Source: an optimization exercise on an open RTL-to-GDS flow (aim: small area and a short achievable clock period). Production flows keep margins and buffers that such runs may drop. The RTL was checked by simulation tests, not by an equivalence proof against the original design. Power and IR drop assume default switching activity.

Setup of run 1:
Design lightHashDES, start of the top module:
module lightHashDES(
    input              clk,
    input              M_valid,
    input              rst_n,
    input      [7:0]   M,
    input     [63:0]   input_length,
    output reg         hash_ready,
    output     [31:0]  digest
);
    reg        busy;
    reg [63:0] counter;
    reg        a_t, b_t, c_t;  
    reg  [6:0] f;              
    wire [63:0] counter_d;
    wire start = !busy && M_valid;
    wire z1;
    wire z2;
    wire z3;
    wire z4;
    wire z5;
    wire z6;
    wire z7;
    wire z8;
    wire z9;
    wire z10;
    wire z11;
    wire z12;
    wire z13;
    wire z14;
    wire z15;
    wire z16;
    wire z17;
    wire z18;
    wire z19;
    wire z20;
    wire z21;
    wire z22;
    wire z23;
    wire z24;
    wire z25;
    wire z26;
    wire z27;
    wire z28;
    wire z29;
    wire z30;
    wire z31;
    wire z32;
    wire z33;
    wire z34;
    wire z35;
    wire z36;
    wire z37;
    wire z38;
    wire z39;
    wire z40;
    wire z41;
  ...
Settings: LEC_CHECK=0, CAP_MARGIN=20, CORE_MARGIN=2, CORE_UTILIZATION=40, SETUP_SLACK_MARGIN=1.6, SLEW_MARGIN=20, SYNTH_HIERARCHICAL=1; clock period 3.3 ns.
standard.sh (not shown) runs the stock make flow with config.mk's settings and CLKGATE_MAP_FILE= SYNTH_SCRIPT=/design/flow/synth_recipe.tcl, a recipe that flattens the netlist after the stock synthesis.
==> flow/flow/run.sh <==
#!/bin/bash
cp standard.sh standard.sh.txt
export BUFFER_PORTS_ARGS="-buffer_cell sky130_fd_sc_hd__buf_1"
export CTS_CLUSTER_SIZE=30 CTS_CLUSTER_DIAMETER=100
bash standard.sh > standard.log 2>&1
Run 1 completed every stage of the flow, and the final layout passed the timing, DRC and antenna checks.
Relative to run 1, the following input files were edited for run 2:
- CORE_UTILIZATION now 35, was 40
==> flow/flow/run.sh <==
#!/bin/bash
cp standard.sh standard.sh.txt
export BUFFER_PORTS_ARGS="-buffer_cell sky130_fd_sc_hd__buf_1"
bash standard.sh > standard.log 2>&1
Findings:
- Going from run 1 to run 2, final critical delay including setup and external delays higher; proportion of power drawn by the clock network higher; sequential share of cell area lower; combinational cell fraction of total power lower.
> inputs changed (run 2 -> run 3)
- CORE_UTILIZATION changed from 35 to 40
- CTS_CLUSTER_SIZE newly set to 30
- CTS_CLUSTER_DIAMETER newly set to 100
Run 3 completed every stage of the flow, and the final layout passed the timing, DRC and antenna checks. Sequential share of layout area in run 3 is 0.62 points higher than in run 2. Endpoint of the most critical setup path = b_t: run 3; endpoint of the most critical setup path = digest[11]: run 2. Share of total power in the clock network ends up higher on run 2. Sum of met2 wire segment lengths after detailed routing, run 3 vs run 2: down by a few percent.
Input changes introduced in run 4 (baseline for comparison: run 3):
- a deleted CTS_CLUSTER_DIAMETER that had been 100
- a deleted CTS_CLUSTER_SIZE that had been 30
Run 4 finished end to end and its layout was clean on timing, DRC and antenna. Reported for run 4 and run 3, count of flip-flops with a built-in enable after synthesis turned out identical to the last digit. From run 3 to run 4, area used by sequential logic in the layout did not move at all. Run 4 vs. run 3: data arrival time of the worst path about even, detailed-route via count about even, largest incremental delay on the critical path about even, number of fill cells about even, worst setup slack about even. Run 4 -> run 3: number of port buffers delta 0, exact match.
Here is what was changed in the inputs of run 5 compared with run 4.
- CORE_UTILIZATION: 40 -> 50
Notes after the runs:
- Going from run 4 to run 5, first-pass GRT wire length about even, met2 layer usage reported by global route climbed 8.3 points, count of non-filler cells in the finished layout decreased 29, multi-input gate share of the layout cell area up 0.58 points.
- Sequential share of layout area: run 4 vs run 5, no meaningful difference
- Looking at vertical extent of the die across run 5 and run 4, the one that comes out higher is run 4.
- Wire: run 5 routes more than run 4
- Compared with run 4, run 5 has less setup slack.
- Compared with run 4, in run 5 total of fill cells in the finished design now smaller; depth of the worst register-to-register path comparable; pin count of the biggest net entering global routing now smaller.

---

Another version of the RTL of lightHashDES (not shown whole).
Size: roughly 76 flip-flops, roughly 110 I/O pins.
==> flow/config.mk <==
export PLATFORM = sky130hd
export DESIGN_NAME = lightHashDES
export DESIGN_NICKNAME = lightHashDES
export VERILOG_FILES = /design/flow/design.v
export SDC_FILE = /design/flow/constraint.sdc
export NUM_CORES = 4
export LEC_CHECK = 0
export ABC_CLOCK_PERIOD_IN_PS = 1000
export CAP_MARGIN = 20
export CORE_MARGIN = 2
export CORE_UTILIZATION = 40
export SETUP_SLACK_MARGIN = 1.6
export SLEW_MARGIN = 20
export SYNTH_HIERARCHICAL = 1
==> flow/constraint.sdc <==
create_clock -name core_clock -period 3.3 [get_ports {clk}]
set_input_delay 0.6600 -clock core_clock [delete_from_list [all_inputs] [get_ports {clk}]]
set_output_delay 0.6600 -clock core_clock [all_outputs]
set_load 0.01 [all_outputs]
==> flow/flow/run.sh <==
#!/bin/bash
cp standard.sh standard.sh.txt
export BUFFER_PORTS_ARGS="-buffer_cell sky130_fd_sc_hd__buf_1"
bash standard.sh > standard.log 2>&1
The baseline produced a clean layout.
Rerun with:
- ABC_CLOCK_PERIOD_IN_PS: 1000 -> default
- CORE_UTILIZATION: 40 -> 60
Sequential power hardly moves. Hold slack gets better by 0.013 ns. Clock power falls by 12%. Non-clock buffer count rises by 6. Global-route usage rises by 6.7 points. Wire length falls by 3.5%. Design area falls by 0.46%. Flip-flop and latch count stays the same. Final cell count falls by 6.2%. Clock skew barely changes. Count of clock-buffer cells in the layout does not change.

[separate check: timing with driven ports]
In the flow no input, the clock included, has a driving cell. The finished layouts below were timed again as built, in two steps. Step 1 (the two cells are an assumption about what drives the block):
set clk [get_ports {clk}]
set_driving_cell -lib_cell sky130_fd_sc_hd__clkbuf_16 $clk
set_driving_cell -lib_cell sky130_fd_sc_hd__buf_2 [delete_from_list [all_inputs] $clk]
Step 2 also shifts input and output timing later by t, the mid clock arrival at the registers, as if the neighbouring blocks saw the same clock. Slacks: ideal ports / drivers / drivers and shift; pairs: ideal ports / drivers.
run | t (ns) | slack for setup (ns) | worst setup path after step 2
run 1 | 0.384 | 1.687 / 1.661 / 1.318 | input to register
run 2 | 0.371 | 1.654 / 1.617 / 1.338 | input to register
run 3 | 0.384 | 1.687 / 1.661 / 1.318 | input to register
run 4 | 0.384 | 1.687 / 1.661 / 1.318 | input to register
run 5 | 0.373 | 1.680 / 1.670 / 1.332 | input to register
the first run of note 2 | 0.374 | 1.676 / 1.645 / 1.358 | input to register
the second run of note 2 | 0.367 | 1.630 / 1.630 / 1.348 | input to register
After both steps setup and hold are still met in every run listed.
